Background: an optimization exercise with open tools, aiming at small area and a short achievable clock period. Do not read the settings as production practice.
Where RTL was checked, it was by simulation tests only, not by an equivalence proof against the original.
No activity file was given, so power comes from the tool's default toggle rates.

==> inputs of v3 <==
==> flow/design.v <==
module pic_core(
    input            clk,
    input            rst,
    input[31:0]      irq,
    output           exi,
    output[4:0]      exi_code,
    input            mgmt_req,
    input[31:0]      mgmt_adr,
    output reg       mgmt_ack,
    input            mgmt_rwn,
    input[1:0]       mgmt_wen,
    input[31:0]      mgmt_txd,
    output reg       mgmt_rxe,
    output[31:0]     mgmt_rxd
);
localparam LAT = 15;     
function le11(input[10:0] a, input[10:0] b);
    reg[15:0] l, ng;
    integer j, w;
    begin
        l  = 0;
        ng = 16'hffff;
        for(j = 0; j < 11; j = j + 1)
        begin
            l[j]  = !a[j] & b[j];
            ng[j] = !a[j] | b[j];
        end
        for(w = 8; w >= 1; w = w / 2)
            for(j = 0; j < w; j = j + 1)
            begin
                l[j]  = l[2*j+1] | (ng[2*j+1] & l[2*j]);
                ng[j] = l[2*j+1] | (ng[2*j+1] & ng[2*j]);
            end
        le11 = ng[0];
    end
endfunction
reg mgmt_fin, busy, issue;
always @(posedge clk or posedge rst)
begin
    if(rst)
    begin
        busy     <= 0;
        issue    <= 0;
        mgmt_fin <= 0;
    end else
    begin
        busy     <= !mgmt_fin && mgmt_req;
        issue    <= !busy     && mgmt_req;
        mgmt_fin <= issue;
    end
end
reg       rwn, wen, hit;
reg[4:0]  cfg_adr, cfg_din;
always @(posedge clk)
begin
    rwn     <= mgmt_rwn;
    wen     <= mgmt_wen[0];
    hit     <= mgmt_adr[15:5] == 11'd1;
    cfg_adr <= mgmt_adr[4:0];
    cfg_din <= mgmt_txd[4:0];
end
wire vld = issue && hit;
always @(posedge clk or posedge rst)
begin
    if(rst)
    begin
        mgmt_ack <= 0;
        mgmt_rxe <= 0;
    end else
    begin
        mgmt_ack <= vld;
        mgmt_rxe <= vld && rwn;
    end
end
reg[159:0] pri;
reg[4:0]   rd_adr;
reg[4:0]   rxd;
always @(posedge clk)
begin
    if(vld) rd_adr <= cfg_adr;
    rxd <= pri[rd_adr*5+:5];
end
genvar i;
generate
for(i = 0; i < 32; i = i + 1)
begin: g_pri
always @(posedge clk)
    if(vld && wen && cfg_adr == i) pri[i*5+:5] <= cfg_din;
end
endgenerate
assign mgmt_rxd = {27'd0, rxd};
reg[31:0]  nvld;         
reg[159:0] cnt;
generate
for(i = 0; i < 32; i = i + 1)
begin: g_line
always @(posedge clk)
    nvld[i] <= !irq[i];
always @(posedge clk or posedge rst)
begin
    if(rst) cnt[i*5+:5] <= 0;
    else    cnt[i*5+:5] <= cnt[i*5+:5] + (nvld[i] && irq[i] ? 5'd1 : 5'd0);
end
end
endgenerate
wire[10:0] key[0:31];
generate
for(i = 0; i < 32; i = i + 1)
begin: g_key
assign key[i] = {nvld[i], pri[i*5+:5], cnt[i*5+:5]};
end
endgenerate
wire[32*11-1:0] lv0;
generate
for(i = 0; i < 32; i = i + 1)
begin: g_lv0
assign lv0[i*11+:11] = key[i];
end
endgenerate
reg[16*12-1:0] lv1;
reg[8*13-1:0]  lv2;
reg[4*14-1:0]  lv3;
reg[2*15-1:0]  lv4;
reg[5:0]       lv5;
generate
for(i = 0; i < 16; i = i + 1)
begin: g_l1
    wire[10:0] a = lv0[(2*i)*11+:11], b = lv0[(2*i+1)*11+:11];
    wire w = le11(a, b);
    always @(posedge clk)
        lv1[i*12+:12] <= w ? {a, 1'b0} : {b, 1'b1};
end
for(i = 0; i < 8; i = i + 1)
begin: g_l2
    wire[11:0] a = lv1[(2*i)*12+:12], b = lv1[(2*i+1)*12+:12];
    wire w = le11(a[11:1], b[11:1]);
    always @(posedge clk)
        lv2[i*13+:13] <= w ? {a[11:1], 1'b0, a[0:0]} : {b[11:1], 1'b1, b[0:0]};
end
for(i = 0; i < 4; i = i + 1)
begin: g_l3
    wire[12:0] a = lv2[(2*i)*13+:13], b = lv2[(2*i+1)*13+:13];
    wire w = le11(a[12:2], b[12:2]);
    always @(posedge clk)
        lv3[i*14+:14] <= w ? {a[12:2], 1'b0, a[1:0]} : {b[12:2], 1'b1, b[1:0]};
end
for(i = 0; i < 2; i = i + 1)
begin: g_l4
    wire[13:0] a = lv3[(2*i)*14+:14], b = lv3[(2*i+1)*14+:14];
    wire w = le11(a[13:3], b[13:3]);
    always @(posedge clk)
        lv4[i*15+:15] <= w ? {a[13:3], 1'b0, a[2:0]} : {b[13:3], 1'b1, b[2:0]};
end
endgenerate
wire[14:0] fa = lv4[14:0], fb = lv4[29:15];
wire fw = le11(fa[14:4], fb[14:4]);
always @(posedge clk)
    lv5 <= fw ? {!fa[14], 1'b0, fa[3:0]} : {!fb[14], 1'b1, fb[3:0]};
reg[5:0] dly[6:LAT];
integer s;
always @(posedge clk)
begin
    dly[6] <= lv5;
    for(s = 7; s <= LAT; s = s + 1)
        dly[s] <= dly[s-1];
end
assign exi      = dly[LAT][5];
assign exi_code = dly[LAT][4:0];
endmodule
==> flow/flow/run.sh <==
#!/bin/bash
# The standard layout, with plain buffers on the ports instead of the
# delay cells buffer_ports picks by default. Each ORFS step also keeps its
# own log under orfs/logs; make's output is kept in flow_make.log.
set -euo pipefail
bash standard.sh BUFFER_PORTS_ARGS="-buffer_cell sky130_fd_sc_hd__buf_2" finish > flow_make.log 2>&1
==> flow/standard.sh <==
#!/bin/bash
# synth_recipe.tcl (not shown) runs the flow's synth.tcl, then flattens the netlist and writes it again
# the make line also repeats each setting of config.mk as NAME=value (left out here)
make -C /OpenROAD-flow-scripts/flow DESIGN_CONFIG=/design/flow/config.mk WORK_HOME=/design/flow/orfs CLKGATE_MAP_FILE= SYNTH_SCRIPT=/design/flow/synth_recipe.tcl "${@:-finish}"
==> flow/config.mk <==
export PLATFORM = sky130hd
export DESIGN_NAME = pic_core
export DESIGN_NICKNAME = pic_core
export VERILOG_FILES = /design/flow/design.v
export SDC_FILE = /design/flow/constraint.sdc
export NUM_CORES = 4
export LEC_CHECK = 0
export ABC_AREA = 1
export CAP_MARGIN = 20
export CORE_MARGIN = 2
export CORE_UTILIZATION = 60
export CTS_BUF_LIST = sky130_fd_sc_hd__clkbuf_8 sky130_fd_sc_hd__clkbuf_16
export CTS_CLUSTER_DIAMETER = 100
export CTS_CLUSTER_SIZE = 24
export SETUP_SLACK_MARGIN = 3.5
export SLEW_MARGIN = 20
export TNS_END_PERCENT = 0
==> flow/constraint.sdc <==
create_clock -name core_clock -period 5.0 [get_ports {clk}]
set_input_delay 1.0000 -clock core_clock [delete_from_list [all_inputs] [get_ports {clk}]]
set_output_delay 1.0000 -clock core_clock [all_outputs]
set_load 0.01 [all_outputs]
==> v32: changes against v3 <==
==> flow/design.v, changed modules only <==
module pic_core(
    input            clk,
    input            rst,
    input[31:0]      irq,
    output           exi,
    output[4:0]      exi_code,
    input            mgmt_req,
    input[31:0]      mgmt_adr,
    output reg       mgmt_ack,
    input            mgmt_rwn,
    input[1:0]       mgmt_wen,
    input[31:0]      mgmt_txd,
    output reg       mgmt_rxe,
    output[31:0]     mgmt_rxd
);
localparam LAT = 15;     
reg mgmt_fin, busy, issue;
always @(posedge clk or posedge rst)
begin
    if(rst)
    begin
        busy     <= 0;
        issue    <= 0;
        mgmt_fin <= 0;
    end else
    begin
        busy     <= !mgmt_fin && mgmt_req;
        issue    <= !busy     && mgmt_req;
        mgmt_fin <= issue;
    end
end
reg       rwn, wen, hit;
reg[4:0]  cfg_adr, cfg_din;
always @(posedge clk)
begin
    rwn     <= mgmt_rwn;
    wen     <= mgmt_wen[0];
    hit     <= mgmt_adr[15:5] == 11'd1;
    cfg_adr <= mgmt_adr[4:0];
    cfg_din <= mgmt_txd[4:0];
end
wire vld = issue && hit;
always @(posedge clk or posedge rst)
begin
    if(rst)
    begin
        mgmt_ack <= 0;
        mgmt_rxe <= 0;
    end else
    begin
        mgmt_ack <= vld;
        mgmt_rxe <= vld && rwn;
    end
end
reg[159:0] pri;
reg[4:0]   rd_adr;
reg[4:0]   rxd;
always @(posedge clk)
begin
    if(vld) rd_adr <= cfg_adr;
    rxd <= pri[rd_adr*5+:5];
end
genvar i;
generate
for(i = 0; i < 32; i = i + 1)
begin: g_pri
always @(posedge clk)
    if(vld && wen && cfg_adr == i) pri[i*5+:5] <= cfg_din;
end
endgenerate
assign mgmt_rxd = {27'd0, rxd};
reg[31:0]  nvld;         
reg[159:0] cnt;
generate
for(i = 0; i < 32; i = i + 1)
begin: g_line
always @(posedge clk)
    nvld[i] <= !irq[i];
always @(posedge clk or posedge rst)
begin
    if(rst) cnt[i*5+:5] <= 0;
    else    cnt[i*5+:5] <= cnt[i*5+:5] + (nvld[i] && irq[i] ? 5'd1 : 5'd0);
end
end
endgenerate
wire[10:0] key[0:31];
generate
for(i = 0; i < 32; i = i + 1)
begin: g_key
assign key[i] = {nvld[i], pri[i*5+:5], cnt[i*5+:5]};
end
endgenerate
reg[10:0] k1[0:7];
reg[1:0]  x1[0:7];
generate
for(i = 0; i < 8; i = i + 1)
begin: g_s1
wire[10:0] a = key[4*i], b = key[4*i+1], c = key[4*i+2], d = key[4*i+3];
wire ab = a <= b, ac = a <= c, ad = a <= d;
wire bc = b <= c, bd = b <= d, cd = c <= d;
wire wa = ab & ac & ad;
wire wb = !ab & bc & bd;
wire wc = !ac & !bc & cd;
wire wd = !ad & !bd & !cd;
always @(posedge clk)
begin
    k1[i] <= ({11{wa}} & a) | ({11{wb}} & b) | ({11{wc}} & c) | ({11{wd}} & d);
    x1[i] <= {wc | wd, wb | wd};
end
end
endgenerate
reg[10:0] k2[0:1];
reg[3:0]  x2[0:1];
generate
for(i = 0; i < 2; i = i + 1)
begin: g_s2
wire[10:0] a = k1[4*i], b = k1[4*i+1], c = k1[4*i+2], d = k1[4*i+3];
wire ab = a <= b, ac = a <= c, ad = a <= d;
wire bc = b <= c, bd = b <= d, cd = c <= d;
wire wa = ab & ac & ad;
wire wb = !ab & bc & bd;
wire wc = !ac & !bc & cd;
wire wd = !ad & !bd & !cd;
always @(posedge clk)
begin
    k2[i] <= ({11{wa}} & a) | ({11{wb}} & b) | ({11{wc}} & c) | ({11{wd}} & d);
    x2[i] <= {wc | wd, wb | wd,
              ({2{wa}} & x1[4*i]) | ({2{wb}} & x1[4*i+1]) |
              ({2{wc}} & x1[4*i+2]) | ({2{wd}} & x1[4*i+3])};
end
end
endgenerate
wire w0 = k2[0] <= k2[1];
wire[5:0] res = w0 ? {!k2[0][10], 1'b0, x2[0]} : {!k2[1][10], 1'b1, x2[1]};
reg[5:0] dly[3:LAT];
integer s;
always @(posedge clk)
begin
    dly[3] <= res;
    for(s = 4; s <= LAT; s = s + 1)
        dly[s] <= dly[s-1];
end
assign exi      = dly[LAT][5];
assign exi_code = dly[LAT][4:0];
endmodule
==> flow/run.sh (new file) <==
#!/bin/bash
# synth_recipe.tcl (not shown) runs the flow's synth.tcl, then flattens the netlist and writes it again
# the make line also repeats each setting of config.mk as NAME=value (left out here)
make -C /OpenROAD-flow-scripts/flow DESIGN_CONFIG=/design/flow/config.mk WORK_HOME=/design/flow/orfs CLKGATE_MAP_FILE= SYNTH_SCRIPT=/design/flow/synth_recipe.tcl finish
Settings changed: ABC_AREA 1 to not set, CORE_UTILIZATION 60 to 40, CTS_BUF_LIST sky130_fd_sc_hd__clkbuf_8 sky130_fd_sc_hd__clkbuf_16 to not set, CTS_CLUSTER_DIAMETER 100 to not set, CTS_CLUSTER_SIZE 24 to not set, SETUP_SLACK_MARGIN 3.5 to not set, TNS_END_PERCENT 0 to not set.
removed: flow/flow/run.sh
removed: flow/standard.sh
==> v11: changes against v3 <==
==> flow/run.sh (new file) <==
#!/bin/bash
# synth_recipe.tcl (not shown) runs the flow's synth.tcl, then flattens the netlist and writes it again
# the make line also repeats each setting of config.mk as NAME=value (left out here)
make -C /OpenROAD-flow-scripts/flow DESIGN_CONFIG=/design/flow/config.mk WORK_HOME=/design/flow/orfs CLKGATE_MAP_FILE= SYNTH_SCRIPT=/design/flow/synth_recipe.tcl finish
Settings changed: ABC_AREA 1 to not set, SETUP_SLACK_MARGIN 3.5 to 3.2, TNS_END_PERCENT 0 to 10.
removed: flow/flow/run.sh
removed: flow/standard.sh
==> v34: changes against v3 <==
==> flow/design.v, changed modules only <==
module pic_core(
    input            clk,
    input            rst,
    input[31:0]      irq,
    output           exi,
    output[4:0]      exi_code,
    input            mgmt_req,
    input[31:0]      mgmt_adr,
    output reg       mgmt_ack,
    input            mgmt_rwn,
    input[1:0]       mgmt_wen,
    input[31:0]      mgmt_txd,
    output reg       mgmt_rxe,
    output[31:0]     mgmt_rxd
);
localparam LAT = 15;     
function le11(input[10:0] a, input[10:0] b);
    reg[15:0] l, ng;
    integer j, w;
    begin
        l  = 0;
        ng = 16'hffff;
        for(j = 0; j < 11; j = j + 1)
        begin
            l[j]  = !a[j] & b[j];
            ng[j] = !a[j] | b[j];
        end
        for(w = 8; w >= 1; w = w / 2)
            for(j = 0; j < w; j = j + 1)
            begin
                l[j]  = l[2*j+1] | (ng[2*j+1] & l[2*j]);
                ng[j] = l[2*j+1] | (ng[2*j+1] & ng[2*j]);
            end
        le11 = ng[0];
    end
endfunction
reg mgmt_fin, busy, issue;
always @(posedge clk or posedge rst)
begin
    if(rst)
    begin
        busy     <= 0;
        issue    <= 0;
        mgmt_fin <= 0;
    end else
    begin
        busy     <= !mgmt_fin && mgmt_req;
        issue    <= !busy     && mgmt_req;
        mgmt_fin <= issue;
    end
end
reg       rwn, wen, hit;
reg[4:0]  cfg_adr, cfg_din;
always @(posedge clk)
begin
    rwn     <= mgmt_rwn;
    wen     <= mgmt_wen[0];
    hit     <= mgmt_adr[15:5] == 11'd1;
    cfg_adr <= mgmt_adr[4:0];
    cfg_din <= mgmt_txd[4:0];
end
wire vld = issue && hit;
always @(posedge clk or posedge rst)
begin
    if(rst)
    begin
        mgmt_ack <= 0;
        mgmt_rxe <= 0;
    end else
    begin
        mgmt_ack <= vld;
        mgmt_rxe <= vld && rwn;
    end
end
reg[159:0] pri;
reg[4:0]   rd_adr;
reg[4:0]   rxd;
always @(posedge clk)
begin
    if(vld) rd_adr <= cfg_adr;
    rxd <= pri[rd_adr*5+:5];
end
genvar i;
generate
for(i = 0; i < 32; i = i + 1)
begin: g_pri
always @(posedge clk)
    if(vld && wen && cfg_adr == i) pri[i*5+:5] <= cfg_din;
end
endgenerate
assign mgmt_rxd = {27'd0, rxd};
reg[31:0]  nvld;         
reg[159:0] cnt;
generate
for(i = 0; i < 32; i = i + 1)
begin: g_line
always @(posedge clk)
    nvld[i] <= !irq[i];
always @(posedge clk or posedge rst)
begin
    if(rst) cnt[i*5+:5] <= 0;
    else    cnt[i*5+:5] <= cnt[i*5+:5] + (nvld[i] && irq[i] ? 5'd1 : 5'd0);
end
end
endgenerate
wire[10:0] key[0:31];
generate
for(i = 0; i < 32; i = i + 1)
begin: g_key
assign key[i] = {nvld[i], pri[i*5+:5], cnt[i*5+:5]};
end
endgenerate
reg[10:0] k1[0:7];
reg[1:0]  x1[0:7];
generate
for(i = 0; i < 8; i = i + 1)
begin: g_s1
wire[10:0] a = key[4*i], b = key[4*i+1], c = key[4*i+2], d = key[4*i+3];
wire ab = le11(a, b), ac = le11(a, c), ad = le11(a, d);
wire bc = le11(b, c), bd = le11(b, d), cd = le11(c, d);
wire wa = ab & ac & ad;
wire wb = !ab & bc & bd;
wire wc = !ac & !bc & cd;
wire wd = !ad & !bd & !cd;
always @(posedge clk)
begin
    k1[i] <= ({11{wa}} & a) | ({11{wb}} & b) | ({11{wc}} & c) | ({11{wd}} & d);
    x1[i] <= {wc | wd, wb | wd};
end
end
endgenerate
reg[10:0] k2[0:1];
reg[3:0]  x2[0:1];
generate
for(i = 0; i < 2; i = i + 1)
begin: g_s2
wire[10:0] a = k1[4*i], b = k1[4*i+1], c = k1[4*i+2], d = k1[4*i+3];
wire ab = le11(a, b), ac = le11(a, c), ad = le11(a, d);
wire bc = le11(b, c), bd = le11(b, d), cd = le11(c, d);
wire wa = ab & ac & ad;
wire wb = !ab & bc & bd;
wire wc = !ac & !bc & cd;
wire wd = !ad & !bd & !cd;
always @(posedge clk)
begin
    k2[i] <= ({11{wa}} & a) | ({11{wb}} & b) | ({11{wc}} & c) | ({11{wd}} & d);
    x2[i] <= {wc | wd, wb | wd,
              ({2{wa}} & x1[4*i]) | ({2{wb}} & x1[4*i+1]) |
              ({2{wc}} & x1[4*i+2]) | ({2{wd}} & x1[4*i+3])};
end
end
endgenerate
wire w0 = le11(k2[0], k2[1]);
wire[5:0] res = w0 ? {!k2[0][10], 1'b0, x2[0]} : {!k2[1][10], 1'b1, x2[1]};
reg[5:0] dly[3:LAT];
integer s;
always @(posedge clk)
begin
    dly[3] <= res;
    for(s = 4; s <= LAT; s = s + 1)
        dly[s] <= dly[s-1];
end
assign exi      = dly[LAT][5];
assign exi_code = dly[LAT][4:0];
endmodule
==> flow/run.sh (new file) <==
#!/bin/bash
# synth_recipe.tcl (not shown) runs the flow's synth.tcl, then flattens the netlist and writes it again
# the make line also repeats each setting of config.mk as NAME=value (left out here)
make -C /OpenROAD-flow-scripts/flow DESIGN_CONFIG=/design/flow/config.mk WORK_HOME=/design/flow/orfs CLKGATE_MAP_FILE= SYNTH_SCRIPT=/design/flow/synth_recipe.tcl finish
Settings changed: ABC_AREA 1 to not set, ABC_CLOCK_PERIOD_IN_PS set to 1800, CTS_BUF_LIST sky130_fd_sc_hd__clkbuf_8 sky130_fd_sc_hd__clkbuf_16 to not set, CTS_CLUSTER_DIAMETER 100 to not set, CTS_CLUSTER_SIZE 24 to not set, SETUP_SLACK_MARGIN 3.5 to 3.2, TNS_END_PERCENT 0 to not set.
removed: flow/flow/run.sh
removed: flow/standard.sh
==> summary of the runs <==
v32 finished with timing, DRC and antenna clean. v34 completed without violations. v11 went through all stages and came out clean. v3 passed the timing, DRC and antenna checks.
Via count: v11 < v3 < v32 < v34.
Of v32 and v3, v32 has the higher routed wire length (gap 30%, measured against v3).
Against v34, the clock power of v11 is smaller by 30%.
Against v32, the combinational power of v34 is higher by about 6%.
Of v34 and v3, v34 has the higher core utilization (gap 16 points).
The highest worst hold slack belongs to v3, the lowest to v32.
Of v34 and v3, v34 has the higher non-clock buffer count (gap 371).
Final cell count: v11 < v34 < v32 < v3.
Count of clock-buffer cells in the layout is the same in v11 and v3.
==> figures <==
Setup crit end kind: v11 flip-flop; v3 output pin; v32 flip-flop; v34 flip-flop
Sequential cell count: v11 828; v3 828; v32 592; v34 592
Reg2reg setup slack: v11 2.69 ns; v3 2.92 ns; v32 1.90 ns; v34 1.94 ns
Reg-to-Reg End: v11 rxd[0]$_DFF_P_; v3 rxd[0]$_DFF_P_; v32 k1[1][10]$_DFF_P_; v34 k1[5][8]$_DFF_P_
Actual slew at the worst max-slew pin: v11 0.9920 ns; v3 1.022 ns; v32 1.175 ns; v34 0.9326 ns
Result of the run: v11 no timing/DRC/antenna violations; v3 no timing/DRC/antenna violations; v32 no timing/DRC/antenna violations; v34 no timing/DRC/antenna violations
Slowest stage delay, CP: v11 0.56 ns; v3 0.38 ns; v32 0.91 ns; v34 0.53 ns
Total standard cell area after synthesis: v11 33880 um^2; v3 35910 um^2; v32 37380 um^2; v34 33590 um^2
Detailed-route wire length on metal 1: v11 33.36 mm; v3 38.39 mm; v32 48.38 mm; v34 45.51 mm
Met2 Resource Use GR: v11 38.86%; v3 39.50%; v32 34.08%; v34 58.47%
Buffer and inverter count on the worst path: v11 2; v3 1; v32 0; v34 3
Most common cell after layout, fill and taps aside: v11 dfxtp_1; v3 nand2_1; v32 ha_1; v34 inv_1
Average size of a mapped cell: v11 12.35 um^2; v3 7.907 um^2; v32 10.52 um^2; v34 9.605 um^2
Via Count: v11 20640; v3 26840; v32 27960; v34 31440
Pin count of the biggest net entering global routing: v11 99; v3 83; v32 77; v34 91
Core region area: v11 56060 um^2; v3 59130 um^2; v32 92910 um^2; v34 55200 um^2
Htree depth: v11 2; v3 2; v32 3; v34 3
Max Clk Rate: v11 433.2 MHz; v3 472.8 MHz; v32 322.2 MHz; v34 327.2 MHz
Unrepaired setup endpoints after global routing: v11 true; v3 true; v32 false; v34 true
Function not checked in v32 and v34: the RTL went through the layout flow alone.

## re-timing with driven ports
The results above use ideal ports. As a check the final layouts listed here were re-extracted and re-timed, cells and wires unchanged. Step 1 sets driving cells, clkbuf_16 on the clock port and buf_2 on the other inputs (assumed; they add their load-dependent delay and slew). Step 2, shift: input delay + t, output delay - t, t = (earliest + latest rising clock arrival at the registers) / 2. This alone moves slack from input paths to output paths. a / b / c = ideal ports / drivers / drivers and shift; a / b = the first two.
run	shift t [ns]	setup slack, ns	worst setup path after step 2	latest minus earliest clock arrival (ns)
v3	0.661	2.885 / 2.821 / 2.919	register to register	0.025 / 0.025
v32	0.683	1.896 / 1.896 / 1.896	register to register	0.038 / 0.038
v11	0.648	2.692 / 2.692 / 2.562	input to register	0.021 / 0.022
v34	0.666	1.943 / 1.943 / 1.943	register to register	0.025 / 0.026
After both steps every run listed still meets setup and hold. For v11, which loses most, drivers alone change the setup slack by 0.000 ns; drivers and shift together by -0.130 ns.
